Background: an optimization exercise with open tools, aiming at small area and a short achievable clock period. Do not read the settings as production practice.
Only simulation tests tie the RTL to the original design; equivalence was not proved.
Power is estimated from default activity; no workload was simulated.

==> design.v <==
`timescale 1ns/1ps
module register #(
    parameter NUM_STAGES = 2,
    parameter DATA_WIDTH = 2,
    parameter USE_RESET  = 1
)(
    input  wire                  CLK,
    input  wire                  RESET,
    input  wire [DATA_WIDTH-1:0] DIN,
    output wire [DATA_WIDTH-1:0] DOUT
);
genvar i;
generate
if (NUM_STAGES == 0)
begin : pass
    assign DOUT = DIN;
end
else
begin : stages
    reg [NUM_STAGES*DATA_WIDTH-1:0] din_delay;
    for (i=0; i<NUM_STAGES; i=i+1)
    begin : REGISTER_STAGES
        wire [DATA_WIDTH-1:0] prev;
        if (i == 0) begin : first
            assign prev = DIN;
        end else begin : rest
            assign prev = din_delay[(i-1)*DATA_WIDTH+:DATA_WIDTH];
        end
        always @(posedge CLK)
        begin
            if (USE_RESET && RESET)
                din_delay[i*DATA_WIDTH+:DATA_WIDTH] <= 0;
            else
                din_delay[i*DATA_WIDTH+:DATA_WIDTH] <= prev;
        end
    end
    assign DOUT = din_delay[(NUM_STAGES-1)*DATA_WIDTH+:DATA_WIDTH];
end
endgenerate
endmodule
`timescale 1ns/1ps
module macc (
  input  wire                 clk,
  input  wire                 reset,
  input  wire                 enable,
  input  wire                 clear,
  input  wire [ 2 : 0 ]       op_code,
  input  wire [ 15 : 0 ]      op_0,
  input  wire [ 15 : 0 ]      op_1,
  input  wire [ 15 : 0 ]      op_add,
  output wire [ 15 : 0 ]      out
);
  reg  [15:0] a1;
  reg  [7:0] neg1, one1, two1;
  reg  [15:0] add1;
  reg  [1:0] mode1;
  reg  en1, clr1;
  wire [15:0] b = op_code[0] ? op_0 : op_1;
  wire [16:0] bx = {b, 1'b0};
  wire [7:0] neg0, one0, two0;
  genvar g;
  generate for (g = 0; g < 8; g = g + 1) begin : booth
    assign neg0[g] = bx[2*g+2];
    assign one0[g] = bx[2*g+1] ^ bx[2*g];
    assign two0[g] = (bx[2*g+2] & ~bx[2*g+1] & ~bx[2*g]) | (~bx[2*g+2] & bx[2*g+1] & bx[2*g]);
  end endgenerate
  always @(posedge clk) begin
    a1    <= op_0;
    neg1  <= neg0;
    one1  <= one0;
    two1  <= two0;
    add1  <= (op_code[2:1] == 2'b10) ? op_add : 16'd0;
    mode1 <= op_code[2:1];
    en1   <= enable && !reset;
    clr1  <= clear;
  end
  wire pp0_0;
  wire pp0_1;
  wire pp0_2;
  wire pp0_3;
  wire pp0_4;
  wire pp0_5;
  wire pp0_6;
  wire pp0_7;
  wire pp0_8;
  wire pp0_9;
  wire pp0_10;
  wire pp0_11;
  wire pp0_12;
  wire pp0_13;
  wire pp0_14;
  wire pp0_15;
  wire pp1_0;
  wire pp1_1;
  wire pp1_2;
  wire pp1_3;
  wire pp1_4;
  wire pp1_5;
  wire pp1_6;
  wire pp1_7;
  wire pp1_8;
  wire pp1_9;
  wire pp1_10;
  wire pp1_11;
  wire pp1_12;
  wire pp1_13;
  wire pp2_0;
  wire pp2_1;
  wire pp2_2;
  wire pp2_3;
  wire pp2_4;
  wire pp2_5;
  wire pp2_6;
  wire pp2_7;
  wire pp2_8;
  wire pp2_9;
  wire pp2_10;
  wire pp2_11;
  wire pp3_0;
  wire pp3_1;
  wire pp3_2;
  wire pp3_3;
  wire pp3_4;
  wire pp3_5;
  wire pp3_6;
  wire pp3_7;
  wire pp3_8;
  wire pp3_9;
  wire pp4_0;
  wire pp4_1;
  wire pp4_2;
  wire pp4_3;
  wire pp4_4;
  wire pp4_5;
  wire pp4_6;
  wire pp4_7;
  wire pp5_0;
  wire pp5_1;
  wire pp5_2;
  wire pp5_3;
  wire pp5_4;
  wire pp5_5;
  wire pp6_0;
  wire pp6_1;
  wire pp6_2;
  wire pp6_3;
  wire pp7_0;
  wire pp7_1;
  wire t2s1;
  wire t2c2;
  wire t2s3;
  wire t2c4;
  wire t2s5;
  wire t2c6;
  wire t2s7;
  wire t2c8;
  wire t2s9;
  wire t2c10;
  wire t2s11;
  wire t2c12;
  wire t2s13;
  wire t2c14;
  wire t2s15;
  wire t2c16;
  wire t2s17;
  wire t2c18;
  wire t2s19;
  wire t2c20;
  wire t2s21;
  wire t2c22;
  wire t2s23;
  wire t2c24;
  wire t2s25;
  wire t2c26;
  wire t2s27;
  wire t2c28;
  wire t2s29;
  wire t2c30;
  wire t2s31;
  wire t2c32;
  wire t2s33;
  wire t2c34;
  wire t2s35;
  wire t2c36;
  wire t2s37;
  wire t2c38;
  wire t2s39;
  wire t2c40;
  wire t2s41;
  wire t2c42;
  wire t2s43;
  wire t2c44;
  wire t2s45;
  wire t2c46;
  wire t2s47;
  wire t2c48;
  wire t2s49;
  wire t2c50;
  wire t2s51;
  wire t2c52;
  wire t2s53;
  wire t2c54;
  wire t2s55;
  wire t2c56;
  wire t2s57;
  wire t2c58;
  wire t2s59;
  wire t2c60;
  wire t2s61;
  wire t2c62;
  wire t2s63;
  wire t2c64;
  wire t2s65;
  wire t2c66;
  wire t2s67;
  wire t2c68;
  wire t2s69;
  wire t2c70;
  wire t2s71;
  wire t2c72;
  wire t2s73;
  wire t2c74;
  wire t2s75;
  wire t2c76;
  wire t2s77;
  wire t2c78;
  wire t2s79;
  wire t2c80;
  wire t2s81;
  wire t2c82;
  wire t2s83;
  wire t2c84;
  wire t2s85;
  wire t2c86;
  wire t2s87;
  wire t2c88;
  wire t2s89;
  wire t2c90;
  wire t2s91;
  wire t2c92;
  wire t2s93;
  wire t2c94;
  wire t2s95;
  wire t2c96;
  wire t2x97;
  wire t2x98;
  wire t2x99;
  wire t2x100;
  wire t2x101;
  wire t2x102;
  wire t2x103;
  wire t2x104;
  wire t2x105;
  assign pp0_0 = (one1[0] & a1[0]) ^ neg1[0];
  assign pp0_1 = ((one1[0] & a1[1]) | (two1[0] & a1[0])) ^ neg1[0];
  assign pp0_2 = ((one1[0] & a1[2]) | (two1[0] & a1[1])) ^ neg1[0];
  assign pp0_3 = ((one1[0] & a1[3]) | (two1[0] & a1[2])) ^ neg1[0];
  assign pp0_4 = ((one1[0] & a1[4]) | (two1[0] & a1[3])) ^ neg1[0];
  assign pp0_5 = ((one1[0] & a1[5]) | (two1[0] & a1[4])) ^ neg1[0];
  assign pp0_6 = ((one1[0] & a1[6]) | (two1[0] & a1[5])) ^ neg1[0];
  assign pp0_7 = ((one1[0] & a1[7]) | (two1[0] & a1[6])) ^ neg1[0];
  assign pp0_8 = ((one1[0] & a1[8]) | (two1[0] & a1[7])) ^ neg1[0];
  assign pp0_9 = ((one1[0] & a1[9]) | (two1[0] & a1[8])) ^ neg1[0];
  assign pp0_10 = ((one1[0] & a1[10]) | (two1[0] & a1[9])) ^ neg1[0];
  assign pp0_11 = ((one1[0] & a1[11]) | (two1[0] & a1[10])) ^ neg1[0];
  assign pp0_12 = ((one1[0] & a1[12]) | (two1[0] & a1[11])) ^ neg1[0];
  assign pp0_13 = ((one1[0] & a1[13]) | (two1[0] & a1[12])) ^ neg1[0];
  assign pp0_14 = ((one1[0] & a1[14]) | (two1[0] & a1[13])) ^ neg1[0];
  assign pp0_15 = ((one1[0] & a1[15]) | (two1[0] & a1[14])) ^ neg1[0];
  assign pp1_0 = (one1[1] & a1[0]) ^ neg1[1];
  assign pp1_1 = ((one1[1] & a1[1]) | (two1[1] & a1[0])) ^ neg1[1];
  assign pp1_2 = ((one1[1] & a1[2]) | (two1[1] & a1[1])) ^ neg1[1];
  assign pp1_3 = ((one1[1] & a1[3]) | (two1[1] & a1[2])) ^ neg1[1];
  assign pp1_4 = ((one1[1] & a1[4]) | (two1[1] & a1[3])) ^ neg1[1];
  assign pp1_5 = ((one1[1] & a1[5]) | (two1[1] & a1[4])) ^ neg1[1];
  assign pp1_6 = ((one1[1] & a1[6]) | (two1[1] & a1[5])) ^ neg1[1];
  assign pp1_7 = ((one1[1] & a1[7]) | (two1[1] & a1[6])) ^ neg1[1];
  assign pp1_8 = ((one1[1] & a1[8]) | (two1[1] & a1[7])) ^ neg1[1];
  assign pp1_9 = ((one1[1] & a1[9]) | (two1[1] & a1[8])) ^ neg1[1];
  assign pp1_10 = ((one1[1] & a1[10]) | (two1[1] & a1[9])) ^ neg1[1];
  assign pp1_11 = ((one1[1] & a1[11]) | (two1[1] & a1[10])) ^ neg1[1];
  assign pp1_12 = ((one1[1] & a1[12]) | (two1[1] & a1[11])) ^ neg1[1];
  assign pp1_13 = ((one1[1] & a1[13]) | (two1[1] & a1[12])) ^ neg1[1];
  assign pp2_0 = (one1[2] & a1[0]) ^ neg1[2];
  assign pp2_1 = ((one1[2] & a1[1]) | (two1[2] & a1[0])) ^ neg1[2];
  assign pp2_2 = ((one1[2] & a1[2]) | (two1[2] & a1[1])) ^ neg1[2];
  assign pp2_3 = ((one1[2] & a1[3]) | (two1[2] & a1[2])) ^ neg1[2];
  assign pp2_4 = ((one1[2] & a1[4]) | (two1[2] & a1[3])) ^ neg1[2];
  assign pp2_5 = ((one1[2] & a1[5]) | (two1[2] & a1[4])) ^ neg1[2];
  assign pp2_6 = ((one1[2] & a1[6]) | (two1[2] & a1[5])) ^ neg1[2];
  assign pp2_7 = ((one1[2] & a1[7]) | (two1[2] & a1[6])) ^ neg1[2];
  assign pp2_8 = ((one1[2] & a1[8]) | (two1[2] & a1[7])) ^ neg1[2];
  assign pp2_9 = ((one1[2] & a1[9]) | (two1[2] & a1[8])) ^ neg1[2];
  assign pp2_10 = ((one1[2] & a1[10]) | (two1[2] & a1[9])) ^ neg1[2];
  assign pp2_11 = ((one1[2] & a1[11]) | (two1[2] & a1[10])) ^ neg1[2];
  assign pp3_0 = (one1[3] & a1[0]) ^ neg1[3];
  assign pp3_1 = ((one1[3] & a1[1]) | (two1[3] & a1[0])) ^ neg1[3];
  assign pp3_2 = ((one1[3] & a1[2]) | (two1[3] & a1[1])) ^ neg1[3];
  assign pp3_3 = ((one1[3] & a1[3]) | (two1[3] & a1[2])) ^ neg1[3];
  assign pp3_4 = ((one1[3] & a1[4]) | (two1[3] & a1[3])) ^ neg1[3];
  assign pp3_5 = ((one1[3] & a1[5]) | (two1[3] & a1[4])) ^ neg1[3];
  assign pp3_6 = ((one1[3] & a1[6]) | (two1[3] & a1[5])) ^ neg1[3];
  assign pp3_7 = ((one1[3] & a1[7]) | (two1[3] & a1[6])) ^ neg1[3];
  assign pp3_8 = ((one1[3] & a1[8]) | (two1[3] & a1[7])) ^ neg1[3];
  assign pp3_9 = ((one1[3] & a1[9]) | (two1[3] & a1[8])) ^ neg1[3];
  assign pp4_0 = (one1[4] & a1[0]) ^ neg1[4];
  assign pp4_1 = ((one1[4] & a1[1]) | (two1[4] & a1[0])) ^ neg1[4];
  assign pp4_2 = ((one1[4] & a1[2]) | (two1[4] & a1[1])) ^ neg1[4];
  assign pp4_3 = ((one1[4] & a1[3]) | (two1[4] & a1[2])) ^ neg1[4];
  assign pp4_4 = ((one1[4] & a1[4]) | (two1[4] & a1[3])) ^ neg1[4];
  assign pp4_5 = ((one1[4] & a1[5]) | (two1[4] & a1[4])) ^ neg1[4];
  assign pp4_6 = ((one1[4] & a1[6]) | (two1[4] & a1[5])) ^ neg1[4];
  assign pp4_7 = ((one1[4] & a1[7]) | (two1[4] & a1[6])) ^ neg1[4];
  assign pp5_0 = (one1[5] & a1[0]) ^ neg1[5];
  assign pp5_1 = ((one1[5] & a1[1]) | (two1[5] & a1[0])) ^ neg1[5];
  assign pp5_2 = ((one1[5] & a1[2]) | (two1[5] & a1[1])) ^ neg1[5];
  assign pp5_3 = ((one1[5] & a1[3]) | (two1[5] & a1[2])) ^ neg1[5];
  assign pp5_4 = ((one1[5] & a1[4]) | (two1[5] & a1[3])) ^ neg1[5];
  assign pp5_5 = ((one1[5] & a1[5]) | (two1[5] & a1[4])) ^ neg1[5];
  assign pp6_0 = (one1[6] & a1[0]) ^ neg1[6];
  assign pp6_1 = ((one1[6] & a1[1]) | (two1[6] & a1[0])) ^ neg1[6];
  assign pp6_2 = ((one1[6] & a1[2]) | (two1[6] & a1[1])) ^ neg1[6];
  assign pp6_3 = ((one1[6] & a1[3]) | (two1[6] & a1[2])) ^ neg1[6];
  assign pp7_0 = (one1[7] & a1[0]) ^ neg1[7];
  assign pp7_1 = ((one1[7] & a1[1]) | (two1[7] & a1[0])) ^ neg1[7];
  assign t2s1 = add1[0] ^ neg1[0] ^ pp0_0;
  assign t2c2 = (add1[0] & neg1[0]) | (add1[0] & pp0_0) | (neg1[0] & pp0_0);
  assign t2s3 = add1[1] ^ pp0_1 ^ t2c2;
  assign t2c4 = (add1[1] & pp0_1) | (add1[1] & t2c2) | (pp0_1 & t2c2);
  assign t2s5 = add1[2] ^ neg1[1] ^ pp0_2;
  assign t2c6 = (add1[2] & neg1[1]) | (add1[2] & pp0_2) | (neg1[1] & pp0_2);
  assign t2s7 = pp1_0 ^ t2s5 ^ t2c4;
  assign t2c8 = (pp1_0 & t2s5) | (pp1_0 & t2c4) | (t2s5 & t2c4);
  assign t2s9 = add1[3] ^ pp0_3 ^ pp1_1;
  assign t2c10 = (add1[3] & pp0_3) | (add1[3] & pp1_1) | (pp0_3 & pp1_1);
  assign t2s11 = add1[4] ^ neg1[2] ^ pp0_4;
  assign t2c12 = (add1[4] & neg1[2]) | (add1[4] & pp0_4) | (neg1[2] & pp0_4);
  assign t2s13 = pp1_2 ^ pp2_0 ^ t2c10;
  assign t2c14 = (pp1_2 & pp2_0) | (pp1_2 & t2c10) | (pp2_0 & t2c10);
  assign t2s15 = add1[5] ^ pp0_5 ^ pp1_3;
  assign t2c16 = (add1[5] & pp0_5) | (add1[5] & pp1_3) | (pp0_5 & pp1_3);
  assign t2s17 = pp2_1 ^ t2c12 ^ t2s15;
  assign t2c18 = (pp2_1 & t2c12) | (pp2_1 & t2s15) | (t2c12 & t2s15);
  assign t2s19 = add1[6] ^ neg1[3] ^ pp0_6;
  assign t2c20 = (add1[6] & neg1[3]) | (add1[6] & pp0_6) | (neg1[3] & pp0_6);
  assign t2s21 = pp1_4 ^ pp2_2 ^ pp3_0;
  assign t2c22 = (pp1_4 & pp2_2) | (pp1_4 & pp3_0) | (pp2_2 & pp3_0);
  assign t2s23 = t2c16 ^ t2s19 ^ t2s21;
  assign t2c24 = (t2c16 & t2s19) | (t2c16 & t2s21) | (t2s19 & t2s21);
  assign t2s25 = add1[7] ^ pp0_7 ^ pp1_5;
  assign t2c26 = (add1[7] & pp0_7) | (add1[7] & pp1_5) | (pp0_7 & pp1_5);
  assign t2s27 = pp2_3 ^ pp3_1 ^ t2c20;
  assign t2c28 = (pp2_3 & pp3_1) | (pp2_3 & t2c20) | (pp3_1 & t2c20);
  assign t2s29 = t2c22 ^ t2s25 ^ t2c24;
  assign t2c30 = (t2c22 & t2s25) | (t2c22 & t2c24) | (t2s25 & t2c24);
  assign t2s31 = add1[8] ^ neg1[4] ^ pp0_8;
  assign t2c32 = (add1[8] & neg1[4]) | (add1[8] & pp0_8) | (neg1[4] & pp0_8);
  assign t2s33 = pp1_6 ^ pp2_4 ^ pp3_2;
  assign t2c34 = (pp1_6 & pp2_4) | (pp1_6 & pp3_2) | (pp2_4 & pp3_2);
  assign t2s35 = pp4_0 ^ t2c26 ^ t2s31;
  assign t2c36 = (pp4_0 & t2c26) | (pp4_0 & t2s31) | (t2c26 & t2s31);
  assign t2s37 = t2s33 ^ t2c28;
  assign t2c38 = t2s33 & t2c28;
  assign t2s39 = add1[9] ^ pp0_9 ^ pp1_7;
  assign t2c40 = (add1[9] & pp0_9) | (add1[9] & pp1_7) | (pp0_9 & pp1_7);
  assign t2s41 = pp2_5 ^ pp3_3 ^ pp4_1;
  assign t2c42 = (pp2_5 & pp3_3) | (pp2_5 & pp4_1) | (pp3_3 & pp4_1);
  assign t2s43 = t2c32 ^ t2c34 ^ t2s39;
  assign t2c44 = (t2c32 & t2c34) | (t2c32 & t2s39) | (t2c34 & t2s39);
  assign t2s45 = t2s41 ^ t2c36;
  assign t2c46 = t2s41 & t2c36;
  assign t2s47 = add1[10] ^ neg1[5] ^ pp0_10;
  assign t2c48 = (add1[10] & neg1[5]) | (add1[10] & pp0_10) | (neg1[5] & pp0_10);
  assign t2s49 = pp1_8 ^ pp2_6 ^ pp3_4;
  assign t2c50 = (pp1_8 & pp2_6) | (pp1_8 & pp3_4) | (pp2_6 & pp3_4);
  assign t2s51 = pp4_2 ^ pp5_0 ^ t2c40;
  assign t2c52 = (pp4_2 & pp5_0) | (pp4_2 & t2c40) | (pp5_0 & t2c40);
  assign t2s53 = t2c42 ^ t2s47 ^ t2s49;
  assign t2c54 = (t2c42 & t2s47) | (t2c42 & t2s49) | (t2s47 & t2s49);
  assign t2s55 = t2c44 ^ t2s51;
  assign t2c56 = t2c44 & t2s51;
  assign t2s57 = pp0_11 ^ pp1_9 ^ pp2_7;
  assign t2c58 = (pp0_11 & pp1_9) | (pp0_11 & pp2_7) | (pp1_9 & pp2_7);
  assign t2s59 = pp3_5 ^ pp4_3 ^ pp5_1;
  assign t2c60 = (pp3_5 & pp4_3) | (pp3_5 & pp5_1) | (pp4_3 & pp5_1);
  assign t2s61 = t2c48 ^ t2c50 ^ t2s57;
  assign t2c62 = (t2c48 & t2c50) | (t2c48 & t2s57) | (t2c50 & t2s57);
  assign t2s63 = t2s59 ^ t2c52 ^ t2c54;
  assign t2c64 = (t2s59 & t2c52) | (t2s59 & t2c54) | (t2c52 & t2c54);
  assign t2s65 = neg1[6] ^ pp0_12 ^ pp1_10;
  assign t2c66 = (neg1[6] & pp0_12) | (neg1[6] & pp1_10) | (pp0_12 & pp1_10);
  assign t2s67 = pp2_8 ^ pp3_6 ^ pp4_4;
  assign t2c68 = (pp2_8 & pp3_6) | (pp2_8 & pp4_4) | (pp3_6 & pp4_4);
  assign t2s69 = pp5_2 ^ pp6_0 ^ t2c58;
  assign t2c70 = (pp5_2 & pp6_0) | (pp5_2 & t2c58) | (pp6_0 & t2c58);
  assign t2s71 = t2c60 ^ t2s65 ^ t2s67;
  assign t2c72 = (t2c60 & t2s65) | (t2c60 & t2s67) | (t2s65 & t2s67);
  assign t2s73 = t2c62 ^ t2s69;
  assign t2c74 = t2c62 & t2s69;
  assign t2s75 = pp0_13 ^ pp1_11 ^ pp2_9;
  assign t2c76 = (pp0_13 & pp1_11) | (pp0_13 & pp2_9) | (pp1_11 & pp2_9);
  assign t2s77 = pp3_7 ^ pp4_5 ^ pp5_3;
  assign t2c78 = (pp3_7 & pp4_5) | (pp3_7 & pp5_3) | (pp4_5 & pp5_3);
  assign t2s79 = pp6_1 ^ t2c66 ^ t2c68;
  assign t2c80 = (pp6_1 & t2c66) | (pp6_1 & t2c68) | (t2c66 & t2c68);
  assign t2s81 = t2s75 ^ t2s77 ^ t2c70;
  assign t2c82 = (t2s75 & t2s77) | (t2s75 & t2c70) | (t2s77 & t2c70);
  assign t2s83 = t2c72 ^ t2s79;
  assign t2c84 = t2c72 & t2s79;
  assign t2s85 = neg1[7] ^ pp0_14 ^ pp1_12;
  assign t2c86 = (neg1[7] & pp0_14) | (neg1[7] & pp1_12) | (pp0_14 & pp1_12);
  assign t2s87 = pp2_10 ^ pp3_8 ^ pp4_6;
  assign t2c88 = (pp2_10 & pp3_8) | (pp2_10 & pp4_6) | (pp3_8 & pp4_6);
  assign t2s89 = pp5_4 ^ pp6_2 ^ pp7_0;
  assign t2c90 = (pp5_4 & pp6_2) | (pp5_4 & pp7_0) | (pp6_2 & pp7_0);
  assign t2s91 = t2c76 ^ t2c78 ^ t2s85;
  assign t2c92 = (t2c76 & t2c78) | (t2c76 & t2s85) | (t2c78 & t2s85);
  assign t2s93 = t2s87 ^ t2s89 ^ t2c80;
  assign t2c94 = (t2s87 & t2s89) | (t2s87 & t2c80) | (t2s89 & t2c80);
  assign t2s95 = t2s91 ^ t2c84;
  assign t2c96 = t2s91 & t2c84;
  assign t2x97 = pp0_15 ^ pp1_13;
  assign t2x98 = pp2_11 ^ pp3_9;
  assign t2x99 = pp4_7 ^ pp5_5;
  assign t2x100 = pp6_3 ^ pp7_1;
  assign t2x101 = t2x100 ^ t2x97;
  assign t2x102 = t2x98 ^ t2x99;
  assign t2x103 = t2x101 ^ t2x102;
  assign t2x104 = t2c86 ^ t2c88;
  assign t2x105 = t2c90 ^ t2x103;
  reg  p2_0_0;
  reg  p2_1_0;
  reg  p2_2_0;
  reg  p2_3_0;
  reg  p2_3_1;
  reg  p2_3_2;
  reg  p2_4_0;
  reg  p2_4_1;
  reg  p2_5_0;
  reg  p2_5_1;
  reg  p2_6_0;
  reg  p2_6_1;
  reg  p2_7_0;
  reg  p2_7_1;
  reg  p2_8_0;
  reg  p2_8_1;
  reg  p2_8_2;
  reg  p2_9_0;
  reg  p2_9_1;
  reg  p2_9_2;
  reg  p2_10_0;
  reg  p2_10_1;
  reg  p2_10_2;
  reg  p2_11_0;
  reg  p2_11_1;
  reg  p2_11_2;
  reg  p2_12_0;
  reg  p2_12_1;
  reg  p2_12_2;
  reg  p2_13_0;
  reg  p2_13_1;
  reg  p2_13_2;
  reg  p2_14_0;
  reg  p2_14_1;
  reg  p2_14_2;
  reg  p2_15_0;
  reg  p2_15_1;
  reg  p2_15_2;
  reg  p2_15_3;
  reg  p2_15_4;
  reg  [1:0] mode2;
  reg  en2, clr2;
  reg  [15:11] add2;
  always @(posedge clk) begin
    p2_0_0 <= t2s1;
    p2_1_0 <= t2s3;
    p2_2_0 <= t2s7;
    p2_3_0 <= t2c6;
    p2_3_1 <= t2s9;
    p2_3_2 <= t2c8;
    p2_4_0 <= t2s11;
    p2_4_1 <= t2s13;
    p2_5_0 <= t2c14;
    p2_5_1 <= t2s17;
    p2_6_0 <= t2c18;
    p2_6_1 <= t2s23;
    p2_7_0 <= t2s27;
    p2_7_1 <= t2s29;
    p2_8_0 <= t2s35;
    p2_8_1 <= t2s37;
    p2_8_2 <= t2c30;
    p2_9_0 <= t2s43;
    p2_9_1 <= t2c38;
    p2_9_2 <= t2s45;
    p2_10_0 <= t2s53;
    p2_10_1 <= t2c46;
    p2_10_2 <= t2s55;
    p2_11_0 <= t2s61;
    p2_11_1 <= t2c56;
    p2_11_2 <= t2s63;
    p2_12_0 <= t2s71;
    p2_12_1 <= t2s73;
    p2_12_2 <= t2c64;
    p2_13_0 <= t2c74;
    p2_13_1 <= t2s83;
    p2_13_2 <= t2s81;
    p2_14_0 <= t2c82;
    p2_14_1 <= t2s93;
    p2_14_2 <= t2s95;
    p2_15_0 <= t2x104;
    p2_15_1 <= t2x105;
    p2_15_2 <= t2c92;
    p2_15_3 <= t2c94;
    p2_15_4 <= t2c96;
    add2  <= add1[15:11];
    mode2 <= mode1;
    en2   <= en1;
    clr2  <= clr1;
  end
  reg  [15:0] accs, accc;
  wire [15:0] dadd_s = mode2[0] ? accs : {add2, 11'd0};
  wire [15:0] dadd_c = mode2[0] ? accc : 16'd0;
  wire t3s106;
  wire t3c107;
  wire t3s108;
  wire t3c109;
  wire t3s110;
  wire t3c111;
  wire t3s112;
  wire t3c113;
  wire t3s114;
  wire t3c115;
  wire t3s116;
  wire t3c117;
  wire t3s118;
  wire t3c119;
  wire t3s120;
  wire t3c121;
  wire t3s122;
  wire t3c123;
  wire t3s124;
  wire t3c125;
  wire t3s126;
  wire t3c127;
  wire t3s128;
  wire t3c129;
  wire t3s130;
  wire t3c131;
  wire t3s132;
  wire t3c133;
  wire t3s134;
  wire t3c135;
  wire t3s136;
  wire t3c137;
  wire t3s138;
  wire t3c139;
  wire t3s140;
  wire t3c141;
  wire t3s142;
  wire t3c143;
  wire t3s144;
  wire t3c145;
  wire t3s146;
  wire t3c147;
  wire t3s148;
  wire t3c149;
  wire t3s150;
  wire t3c151;
  wire t3s152;
  wire t3c153;
  wire t3s154;
  wire t3c155;
  wire t3s156;
  wire t3c157;
  wire t3s158;
  wire t3c159;
  wire t3s160;
  wire t3c161;
  wire t3s162;
  wire t3c163;
  wire t3s164;
  wire t3c165;
  wire t3s166;
  wire t3c167;
  wire t3s168;
  wire t3c169;
  wire t3s170;
  wire t3c171;
  wire t3s172;
  wire t3c173;
  wire t3x174;
  wire t3x175;
  wire t3x176;
  wire t3x177;
  wire t3x178;
  wire t3x179;
  wire t3x180;
  wire t3x181;
  assign t3s106 = p2_0_0 ^ dadd_c[0];
  assign t3c107 = p2_0_0 & dadd_c[0];
  assign t3s108 = p2_1_0 ^ dadd_c[1] ^ dadd_s[1];
  assign t3c109 = (p2_1_0 & dadd_c[1]) | (p2_1_0 & dadd_s[1]) | (dadd_c[1] & dadd_s[1]);
  assign t3s110 = p2_2_0 ^ dadd_c[2] ^ dadd_s[2];
  assign t3c111 = (p2_2_0 & dadd_c[2]) | (p2_2_0 & dadd_s[2]) | (dadd_c[2] & dadd_s[2]);
  assign t3s112 = p2_3_0 ^ p2_3_1 ^ p2_3_2;
  assign t3c113 = (p2_3_0 & p2_3_1) | (p2_3_0 & p2_3_2) | (p2_3_1 & p2_3_2);
  assign t3s114 = dadd_c[3] ^ dadd_s[3] ^ t3s112;
  assign t3c115 = (dadd_c[3] & dadd_s[3]) | (dadd_c[3] & t3s112) | (dadd_s[3] & t3s112);
  assign t3s116 = p2_4_0 ^ p2_4_1 ^ dadd_c[4];
  assign t3c117 = (p2_4_0 & p2_4_1) | (p2_4_0 & dadd_c[4]) | (p2_4_1 & dadd_c[4]);
  assign t3s118 = dadd_s[4] ^ t3c113 ^ t3s116;
  assign t3c119 = (dadd_s[4] & t3c113) | (dadd_s[4] & t3s116) | (t3c113 & t3s116);
  assign t3s120 = p2_5_0 ^ p2_5_1 ^ dadd_c[5];
  assign t3c121 = (p2_5_0 & p2_5_1) | (p2_5_0 & dadd_c[5]) | (p2_5_1 & dadd_c[5]);
  assign t3s122 = dadd_s[5] ^ t3c117 ^ t3s120;
  assign t3c123 = (dadd_s[5] & t3c117) | (dadd_s[5] & t3s120) | (t3c117 & t3s120);
  assign t3s124 = p2_6_0 ^ p2_6_1 ^ dadd_c[6];
  assign t3c125 = (p2_6_0 & p2_6_1) | (p2_6_0 & dadd_c[6]) | (p2_6_1 & dadd_c[6]);
  assign t3s126 = dadd_s[6] ^ t3c121 ^ t3s124;
  assign t3c127 = (dadd_s[6] & t3c121) | (dadd_s[6] & t3s124) | (t3c121 & t3s124);
  assign t3s128 = p2_7_0 ^ p2_7_1 ^ dadd_c[7];
  assign t3c129 = (p2_7_0 & p2_7_1) | (p2_7_0 & dadd_c[7]) | (p2_7_1 & dadd_c[7]);
  assign t3s130 = dadd_s[7] ^ t3c125 ^ t3s128;
  assign t3c131 = (dadd_s[7] & t3c125) | (dadd_s[7] & t3s128) | (t3c125 & t3s128);
  assign t3s132 = p2_8_0 ^ p2_8_1 ^ p2_8_2;
  assign t3c133 = (p2_8_0 & p2_8_1) | (p2_8_0 & p2_8_2) | (p2_8_1 & p2_8_2);
  assign t3s134 = dadd_c[8] ^ dadd_s[8] ^ t3s132;
  assign t3c135 = (dadd_c[8] & dadd_s[8]) | (dadd_c[8] & t3s132) | (dadd_s[8] & t3s132);
  assign t3s136 = t3c129 ^ t3s134;
  assign t3c137 = t3c129 & t3s134;
  assign t3s138 = p2_9_0 ^ p2_9_1 ^ p2_9_2;
  assign t3c139 = (p2_9_0 & p2_9_1) | (p2_9_0 & p2_9_2) | (p2_9_1 & p2_9_2);
  assign t3s140 = dadd_c[9] ^ dadd_s[9] ^ t3c133;
  assign t3c141 = (dadd_c[9] & dadd_s[9]) | (dadd_c[9] & t3c133) | (dadd_s[9] & t3c133);
  assign t3s142 = t3s138 ^ t3c135 ^ t3s140;
  assign t3c143 = (t3s138 & t3c135) | (t3s138 & t3s140) | (t3c135 & t3s140);
  assign t3s144 = p2_10_0 ^ p2_10_1 ^ p2_10_2;
  assign t3c145 = (p2_10_0 & p2_10_1) | (p2_10_0 & p2_10_2) | (p2_10_1 & p2_10_2);
  assign t3s146 = dadd_c[10] ^ dadd_s[10] ^ t3c139;
  assign t3c147 = (dadd_c[10] & dadd_s[10]) | (dadd_c[10] & t3c139) | (dadd_s[10] & t3c139);
  assign t3s148 = t3s144 ^ t3c141 ^ t3s146;
  assign t3c149 = (t3s144 & t3c141) | (t3s144 & t3s146) | (t3c141 & t3s146);
  assign t3s150 = p2_11_0 ^ p2_11_1 ^ p2_11_2;
  assign t3c151 = (p2_11_0 & p2_11_1) | (p2_11_0 & p2_11_2) | (p2_11_1 & p2_11_2);
  assign t3s152 = dadd_c[11] ^ dadd_s[11] ^ t3c145;
  assign t3c153 = (dadd_c[11] & dadd_s[11]) | (dadd_c[11] & t3c145) | (dadd_s[11] & t3c145);
  assign t3s154 = t3s150 ^ t3c147 ^ t3s152;
  assign t3c155 = (t3s150 & t3c147) | (t3s150 & t3s152) | (t3c147 & t3s152);
  assign t3s156 = p2_12_0 ^ p2_12_1 ^ p2_12_2;
  assign t3c157 = (p2_12_0 & p2_12_1) | (p2_12_0 & p2_12_2) | (p2_12_1 & p2_12_2);
  assign t3s158 = dadd_c[12] ^ dadd_s[12] ^ t3c151;
  assign t3c159 = (dadd_c[12] & dadd_s[12]) | (dadd_c[12] & t3c151) | (dadd_s[12] & t3c151);
  assign t3s160 = t3s156 ^ t3c153 ^ t3s158;
  assign t3c161 = (t3s156 & t3c153) | (t3s156 & t3s158) | (t3c153 & t3s158);
  assign t3s162 = p2_13_0 ^ p2_13_1 ^ p2_13_2;
  assign t3c163 = (p2_13_0 & p2_13_1) | (p2_13_0 & p2_13_2) | (p2_13_1 & p2_13_2);
  assign t3s164 = dadd_c[13] ^ dadd_s[13] ^ t3c157;
  assign t3c165 = (dadd_c[13] & dadd_s[13]) | (dadd_c[13] & t3c157) | (dadd_s[13] & t3c157);
  assign t3s166 = t3s162 ^ t3c159 ^ t3s164;
  assign t3c167 = (t3s162 & t3c159) | (t3s162 & t3s164) | (t3c159 & t3s164);
  assign t3s168 = p2_14_0 ^ p2_14_1 ^ p2_14_2;
  assign t3c169 = (p2_14_0 & p2_14_1) | (p2_14_0 & p2_14_2) | (p2_14_1 & p2_14_2);
  assign t3s170 = dadd_c[14] ^ dadd_s[14] ^ t3c163;
  assign t3c171 = (dadd_c[14] & dadd_s[14]) | (dadd_c[14] & t3c163) | (dadd_s[14] & t3c163);
  assign t3s172 = t3s168 ^ t3c165 ^ t3s170;
  assign t3c173 = (t3s168 & t3c165) | (t3s168 & t3s170) | (t3c165 & t3s170);
  assign t3x174 = p2_15_0 ^ p2_15_1;
  assign t3x175 = p2_15_2 ^ p2_15_3;
  assign t3x176 = p2_15_4 ^ t3x174;
  assign t3x177 = t3x175 ^ dadd_c[15];
  assign t3x178 = dadd_s[15] ^ t3x176;
  assign t3x179 = t3c169 ^ t3x177;
  assign t3x180 = t3x178 ^ t3x179;
  assign t3x181 = t3c171 ^ t3x180;
  wire [15:0] rx = {t3x181, t3c167, t3c161, t3c155, t3c149, t3c143, t3c137, t3c131, t3c127, t3c123, t3c119, t3c115, t3c111, t3c109, t3c107, dadd_s[0]};
  wire [15:0] ry = {t3c173, t3s172, t3s166, t3s160, t3s154, t3s148, t3s142, t3s136, t3s130, t3s126, t3s122, t3s118, t3s114, t3s110, t3s108, t3s106};
  always @(posedge clk) begin
    if (reset || clr2) begin
      accs <= 16'd0;
      accc <= 16'd0;
    end else if (en2) begin
      accs <= rx;
      accc <= ry;
    end
  end
  assign out = accs + accc;
endmodule
module ram
#(
  parameter integer DATA_WIDTH    = 16,
  parameter integer ADDR_WIDTH    = 5
)
(
  input  wire                         clk,
  input  wire                         reset,
  input  wire                         s_read_req,
  input  wire [ ADDR_WIDTH  -1 : 0 ]  s_read_addr,
  output reg  [ DATA_WIDTH  -1 : 0 ]  s_read_data,
  input  wire                         s_write_req,
  input  wire [ ADDR_WIDTH  -1 : 0 ]  s_write_addr,
  input  wire [ DATA_WIDTH  -1 : 0 ]  s_write_data
);
  reg  [ DATA_WIDTH -1 : 0 ] mem [ 0 : (1<<ADDR_WIDTH)-1 ];
  reg  [ ADDR_WIDTH -1 : 0 ] rd_addr;
  reg  [ ADDR_WIDTH -1 : 0 ] wr_addr;
  reg  [ DATA_WIDTH -1 : 0 ] wr_data;
  reg                        rd_addr_v;
  reg                        wr_addr_v;
  always @(posedge clk) begin
    rd_addr_v <= s_read_req && !reset;
    wr_addr_v <= s_write_req && !reset;
    rd_addr   <= s_read_addr;
    wr_addr   <= s_write_addr;
    wr_data   <= s_write_data;
  end
  always @(posedge clk)
    if (wr_addr_v)
      mem[wr_addr] <= wr_data;
  reg  [ DATA_WIDTH -1 : 0 ] rd_mux;
  integer k;
  always @(*) begin
    rd_mux = {DATA_WIDTH{1'b0}};
    for (k = 0; k < (1<<ADDR_WIDTH); k = k + 1)
      rd_mux = rd_mux | (mem[k] & {DATA_WIDTH{rd_addr == k}});
  end
  always @(posedge clk)
    if (reset)
      s_read_data <= 0;
    else if (rd_addr_v)
      s_read_data <= rd_mux;
endmodule
`timescale 1ns/1ps
module fifo
#(
    parameter   DATA_WIDTH          = 16,
    parameter   ADDR_WIDTH          = 4,
    parameter   RAM_DEPTH           = (1 << ADDR_WIDTH)
)(
    input  wire                         clk,
    input  wire                         reset,
    input  wire                         push,
    input  wire                         pop,
    input  wire [ DATA_WIDTH -1 : 0 ]   data_in,
    output reg  [ DATA_WIDTH -1 : 0 ]   data_out
);
reg     [ADDR_WIDTH  :0]        wr_pointer;
reg     [ADDR_WIDTH  :0]        rd_pointer;
reg     [DATA_WIDTH-1:0]        mem[0:RAM_DEPTH-1];
wire empty = (wr_pointer == rd_pointer);
wire full  = (wr_pointer == {~rd_pointer[ADDR_WIDTH], rd_pointer[ADDR_WIDTH-1:0]});
wire do_push = push && !full;
wire do_pop  = pop && !empty;
always @ (posedge clk)
begin
  if (reset)
    wr_pointer <= 0;
  else if (do_push)
    wr_pointer <= wr_pointer + 1;
end
always @ (posedge clk)
begin
  if (reset)
    rd_pointer <= 0;
  else if (do_pop)
    rd_pointer <= rd_pointer + 1;
end
always @ (posedge clk)
  if (do_push)
    mem[wr_pointer[ADDR_WIDTH-1:0]] <= data_in;
reg [DATA_WIDTH-1:0] rd_mux;
integer k;
always @(*) begin
  rd_mux = {DATA_WIDTH{1'b0}};
  for (k = 0; k < RAM_DEPTH; k = k + 1)
    rd_mux = rd_mux | (mem[k] & {DATA_WIDTH{rd_pointer[ADDR_WIDTH-1:0] == k}});
end
always @ (posedge clk)
  if (do_pop)
    data_out <= rd_mux;
endmodule
module activation #(
  parameter OP_WIDTH  = 16
) (
  input  wire                                         clk,
  input  wire                                         enable,
  input  wire        [ OP_WIDTH           -1 : 0 ]    in,
  output wire        [ OP_WIDTH           -1 : 0 ]    out
);
reg [OP_WIDTH-1:0] activation_data;
wire signed [OP_WIDTH-1:0] in_s = in;
always @(posedge clk)
  if (enable)
    activation_data <= (in_s > 0) ? in : {OP_WIDTH{1'b0}};
  else
    activation_data <= in;
assign out = activation_data;
endmodule
`timescale 1ns/1ps
module PE #(
  parameter integer PE_BUF_ADDR_WIDTH   = 5,
  parameter integer OP_WIDTH            = 16,
  parameter integer ACC_WIDTH           = 16,
  parameter         LAYER_NORM          = "NO"
)
(
  input  wire                                         clk,
  input  wire                                         reset,
  input  wire                                         mask,
  input  wire  [ 10+2*PE_BUF_ADDR_WIDTH -1 : 0 ]      ctrl,
  input  wire                                         src_2_sel,
  input  wire  [ OP_WIDTH             -1 : 0 ]        read_data_0,
  input  wire  [ OP_WIDTH             -1 : 0 ]        read_data_1,
  input  wire  [ OP_WIDTH             -1 : 0 ]        read_data_2,
  output wire  [ OP_WIDTH             -1 : 0 ]        lrn_center,
  output wire  [ OP_WIDTH             -1 : 0 ]        write_data,
  output wire  [ OP_WIDTH             -1 : 0 ]        pe_buffer_read_data,
  input  wire                                         pe_neuron_read_req,
  input  wire  [ OP_WIDTH             -1 : 0 ]        pe_neuron_write_data,
  input  wire                                         pe_neuron_write_req,
  input  wire  [ PE_BUF_ADDR_WIDTH    -1 : 0 ]        pe_neuron_write_addr,
  output wire                                         write_valid
);
  localparam integer OP_CODE_WIDTH  = 3;
  wire [ OP_WIDTH           -1 : 0 ]  pe_buffer_write_data;
  wire [ OP_WIDTH           -1 : 0 ]  pe_buffer_read_data_d;
  wire                                src_2_sel_dd;
  wire                                _pe_buffer_write_req;
  wire                                pe_buffer_write_req;
  wire                                pe_buffer_read_req;
  wire                                _pe_buffer_read_req;
  wire                                flush, flush_d;
  wire                                enable;
  wire [ OP_CODE_WIDTH      -1 : 0 ]  op_code;
  wire [ PE_BUF_ADDR_WIDTH  -1 : 0 ]  buf_rd_addr;
  wire [ PE_BUF_ADDR_WIDTH  -1 : 0 ]  _buf_wr_addr;
  wire [ PE_BUF_ADDR_WIDTH  -1 : 0 ]  buf_wr_addr;
  wire [ OP_WIDTH           -1 : 0 ]  conv_out;
  wire                                norm_fifo_push;
  wire                                norm_fifo_pop;
  wire [ OP_WIDTH           -1 : 0 ]  macc_out;
  assign {norm_fifo_push, norm_fifo_pop,
    buf_rd_addr, _buf_wr_addr,
    flush, write_valid, _pe_buffer_write_req, _pe_buffer_read_req, enable, op_code} = ctrl;
  assign pe_buffer_read_req  = _pe_buffer_read_req || pe_neuron_read_req;
  assign pe_buffer_write_req = _pe_buffer_write_req || pe_neuron_write_req;
  assign buf_wr_addr = pe_neuron_write_req ? pe_neuron_write_addr : _buf_wr_addr;
  wire [OP_WIDTH-1:0] macc_op_add = src_2_sel_dd == 0 ?
    read_data_2 : pe_buffer_read_data;
  assign conv_out = !flush_d ? macc_out : pe_buffer_read_data_d;
  register #(.NUM_STAGES(2), .DATA_WIDTH(1)) src_2_delay (
    .CLK(clk), .RESET(reset), .DIN(src_2_sel), .DOUT(src_2_sel_dd));
  register #(.NUM_STAGES(3), .DATA_WIDTH(1)) macc_en_delay (
    .CLK(clk), .RESET(reset), .DIN(flush), .DOUT(flush_d));
  register #(.NUM_STAGES(3), .DATA_WIDTH(OP_WIDTH), .USE_RESET(0)) fifo_out_delay (
    .CLK(clk), .RESET(reset), .DIN(pe_buffer_read_data), .DOUT(pe_buffer_read_data_d));
  macc MACC_pe (
    .clk      ( clk                 ),
    .reset    ( reset               ),
    .enable   ( enable && mask      ),
    .clear    ( !mask               ),
    .op_code  ( op_code             ),
    .op_0     ( read_data_0         ),
    .op_1     ( read_data_1         ),
    .op_add   ( macc_op_add         ),
    .out      ( macc_out            )
  );
  assign pe_buffer_write_data = pe_neuron_write_req ? pe_neuron_write_data : conv_out;
  ram #(
    .DATA_WIDTH               ( OP_WIDTH                 ),
    .ADDR_WIDTH               ( PE_BUF_ADDR_WIDTH        )
  ) pe_buffer (
    .clk                      ( clk                      ),
    .reset                    ( reset                    ),
    .s_write_req              ( pe_buffer_write_req      ),
    .s_write_data             ( pe_buffer_write_data     ),
    .s_write_addr             ( buf_wr_addr              ),
    .s_read_req               ( pe_buffer_read_req       ),
    .s_read_data              ( pe_buffer_read_data      ),
    .s_read_addr              ( buf_rd_addr              )
  );
  activation #(
    .OP_WIDTH                 ( OP_WIDTH                 )
  ) ReLU (
    .clk                      ( clk                      ),
    .enable                   ( 1'b0                     ),
    .in                       ( conv_out                 ),
    .out                      ( write_data               )
  );
  fifo #(
    .DATA_WIDTH               ( OP_WIDTH                 ),
    .ADDR_WIDTH               ( 4                        )
  ) norm_fifo (
    .clk                      ( clk                      ),
    .reset                    ( reset                    ),
    .push                     ( norm_fifo_push           ),
    .pop                      ( norm_fifo_pop            ),
    .data_in                  ( read_data_0              ),
    .data_out                 ( lrn_center               )
  );
endmodule
==> flow/run.sh <==
#!/bin/bash
set -e
export BUFFER_PORTS_ARGS="-buffer_cell sky130_fd_sc_hd__buf_1"
export CTS_ARGS="-sink_clustering_enable -repair_clock_nets -sink_clustering_size 28 -sink_clustering_max_diameter 80 -dont_use_dummy_load"
bash standard.sh > standard.log 2>&1
==> standard.sh <==
#!/bin/bash
# synth_recipe.tcl (not shown) runs the flow's synth.tcl, then flattens the netlist and writes it again
# the make line also repeats each setting of config.mk as NAME=value (left out here)
make -C /OpenROAD-flow-scripts/flow DESIGN_CONFIG=/design/flow/config.mk WORK_HOME=/design/flow/orfs CLKGATE_MAP_FILE= SYNTH_SCRIPT=/design/flow/synth_recipe.tcl "${@:-finish}"
==> config.mk <==
export PLATFORM = sky130hd
export DESIGN_NAME = PE
export DESIGN_NICKNAME = PE
export VERILOG_FILES = /design/flow/design.v
export SDC_FILE = /design/flow/constraint.sdc
export NUM_CORES = 4
export LEC_CHECK = 0
export ABC_CLOCK_PERIOD_IN_PS = 2800
export CAP_MARGIN = 20
export CORE_MARGIN = 2
export CORE_UTILIZATION = 60
export SETUP_SLACK_MARGIN = 4.0
export SLEW_MARGIN = 20
==> constraint.sdc <==
create_clock -name core_clock -period 6.5 [get_ports {clk}]
set_input_delay 1.3000 -clock core_clock [delete_from_list [all_inputs] [get_ports {clk}]]
set_output_delay 1.3000 -clock core_clock [all_outputs]
set_load 0.01 [all_outputs]
==> summary.txt <==
Yosys warning count = 7
first-pass GRT wire length = 173000 um
wire per inst = 32.7 um
syn_area_per_cell = 15.0 um^2
clock skew = 71.7 ps
HPWL Detailed = 74100 um
Main synth FF type = edfxtp_1
Stages on worst setup path = 0
Critical Path RT = 5200 ps
grt total ovfl = 0
R2R depth = 8
WL final = 123000 um
die area = 69800 um^2
Reg clk slew, reported paths = 100 ps
Pleak = 15.2 nW
Bufs on Longest Clock Path = 3
critical path type = in -> out
GRT Max-Usage Layer = met2
Final min period = 2600 ps
GR Util met1 = 47.5%
Slew @ Worst Pin = 1160 ps
nets = 3069
die height = 264 um
cell count after synthesis = 2700
H-tree depth = 2
FF/Latch Area = 28900 um^2
Seq/Total Area, Yosys = 70.8%
I/O pins = 144
pwr dens = 289 nW/um^2
r2r endpoint = pe_buffer.wr_data[12]
worst-path fanout max = 1
Setup-failing EPs final = 0
Mapped Nets = 2899
area of the mapped netlist = 40600 um^2
Post-Route Setup TNS = 0 ps
GP Congestion = 0.883
post-route insts no fill = 3745
Worst Setup Start Kind = input pin
final hold viol count = 0
async set-reset flop share out of synthesis = 0%
total CTS buffers = 47
Area Growth Syn to Fin = 9.97%
root buf cell = clkbuf_16
Slew HR = 22.4%
CTS tree = yes
layout cells sized above 1 = 14.3%
worst IR drop on VDD = 319 uV
worst hold path type = reg -> reg
Skew-Pair Late Insertion Delay = 660 ps
Worst Path Arrival = 1300 ps
Tcrit/Tclk final = 40.0%
MaxCap Viol Count = 0
fmax = 385 MHz
initial DRC count = 3491
number of port buffers = 141
worst r2r src = MACC_pe.accs[2]
number of synthesized flops with an enable pin = 784
vias in the first global route = 24000
fill count = 4742
Routed Antenna Nets = 0
Crit. Startpoint = ctrl[6]
initial antenna violation count = 8
GR Layer Usage met3 = 6.59%
site row count = 95
Min Hold Slack = 302 ps
flop-to-flop setup slack = 4040 ps
DR vias/cell = 6.65
status = no timing/DRC/antenna violations
multi-input logic area = 11300 um^2
hold buffers post-CTS = 0
Starting Density = 60.5%
met2 usage = 56.7%
commonest non-fill, non-tap cell in the layout = edfxtp_1
GRT Total Usage = 35.1%
vias = 24900
RSZ-0062 raised after global routing = true
DRC viols = 0
most frequent cells in the layout = 784 x edfxtp_1, 318 x a22oi_1, 199 x dfxtp_1, 165 x nand2_1, 118 x buf_1
WHS Path Cells = 0
router iterations before antenna repair = 8
Max Transition Viols Final = 0
Synth Register Bits = 1045
Die W = 264 um
post-synthesis cell type count = 80
CTS Sinks = 1045
pin count of the biggest net entering global routing = 38
crit path capture = write_valid
core area = 67200 um^2
placed insts = 3638
crit end category = output pin
cells by family after synthesis:
group | after synthesis | share of synthesized area, %
xor+xnor | 114 | 2.46
compound gates | 533 | 9.94
simple gates | 569 | 7.14
buf+inv | 238 | 2.62
mux | 97 | 2.47
flops | 1045 | 70.8
fa+ha+maj | 104 | 4.57
final cells by class:
type                       count  area share, %
antenna                        4         0.0224
clock buffer                  47           2.63
inverter                      98          0.832
multi-input combinational   1417           25.3
sequential                  1045           64.7
tap                          873           2.44
timing repair buffer         261           4.07
state kept, by name, summed over array words and instances (netlist names), 2 cells and up:
signal / count
MACC_pe.a1: 16
MACC_pe.accc: 16
MACC_pe.accs: 15
MACC_pe.add1: 16
MACC_pe.add2: 5
MACC_pe.neg1: 8
MACC_pe.one1: 8
MACC_pe.two1: 8
ReLU.activation_data: 16
fifo_out_delay.stages.din_delay: 48
macc_en_delay.stages.din_delay: 3
norm_fifo.data_out: 16
norm_fifo.mem: 256
norm_fifo.rd_pointer: 5
norm_fifo.wr_pointer: 5
pe_buffer.mem: 512
pe_buffer.rd_addr: 5
pe_buffer.s_read_data: 16
pe_buffer.wr_addr: 5
pe_buffer.wr_data: 16
src_2_delay.stages.din_delay: 2
Yosys cell counts (16+ instances only):
library cell	n	area [um^2]
edfxtp_1	784	23500
a22oi_1	320	2400
dfxtp_1	261	5230
nand2_1	167	627
nor2_1	156	586
inv_1	95	357
fa_1	74	1480
mux2i_1	71	711
clkbuf_1	69	259
xnor2_1	68	596
xor2_1	46	403
nand3_1	38	190
buf_2	35	175
nand4_1	35	219
o21ai_0	32	160
ha_1	30	375
a21oi_1	28	140
mux2_2	26	293
and2_1	23	144
a222oi_1	22	220
a22o_1	22	193
nor3_1	22	110
nor4_1	20	125
a211oi_1	18	135
a221oi_1	16	140
routing by layer:
metal / routed length, um / up-vias
met1: 46300 / 12500
met3: 12400 / 282
met2: 58100 / 1597
met4: 5740 / 2
met5: 20 / -
li1: - / 10500
stage by stage:
| stage | util [%] | cell area [um^2] | total power, mW | setup slack [ps] |
|---|---|---|---|---|
| after floorplan | - | 40700 | 9.03 | 3690 |
| after global placement | 62.9 | 42300 | 9.73 | 3300 |
| after detailed placement | 63.0 | 42300 | 9.75 | 3240 |
| after CTS | 66.2 | 44400 | 12.9 | 3900 |
| after global routing | 66.5 | 44700 | 13.4 | 3880 |
| final | 66.5 | 44700 | 12.9 | 3900 |
worst min path at each step:
| stage | end | start | slack (ps) |
|---|---|---|---|
| 2_1_floorplan | MACC_pe.add2[11] | MACC_pe.add1[11] | 310 |
| 3_3_place_gp | MACC_pe.add2[11] | MACC_pe.add1[11] | 310 |
| 3_5_place_dp | MACC_pe.en2 | MACC_pe.en1 | 310 |
| 4_1_cts | fifo_out_delay.stages.din_delay[23] | fifo_out_delay.stages.din_delay[7] | 300 |
| 5_1_grt | fifo_out_delay.stages.din_delay[23] | fifo_out_delay.stages.din_delay[7] | 310 |
| 6_report | fifo_out_delay.stages.din_delay[21] | fifo_out_delay.stages.din_delay[5] | 300 |
repair_timing:
item                       in CTS  in global routing
setup endpoints to repair     351                122
resized for setup             140                 46
pin swaps                      18                  4
setup buffers                  49                  6
power breakdown:
group          total [mW]  switching (mW)  internal [mW]
Combinational        1.84            1.11          0.735
Sequential           7.82           0.285           7.54
Clock                3.24            1.94           1.30

[re-timing with driven ports]
No port has a modelled driver above. Below, the same layout with a new extraction and two added sets of constraints.
Step 1 sets driving cells, clkbuf_16 on the clock port and buf_2 on the other inputs (assumed; they add their load-dependent delay and slew).
Step 2 moves the port delays by t, midway between the first and last clock arrival at a register: inputs arrive t later, outputs are due t later. That takes back most of the time a late clock gives input paths.
Slacks: ideal / step 1 / step 2; pairs: ideal / step 1.
shift t [ns]: 0.688
slack for setup (ns): 3.900 / 3.857 / 3.429
slew at the worst register clock pin (ns): 0.11 / 0.11
pins driven straight from the clock port: 1
After both steps setup and hold are still met in this run. For this run, drivers alone change the setup slack by -0.043 ns; drivers and shift together by -0.471 ns.
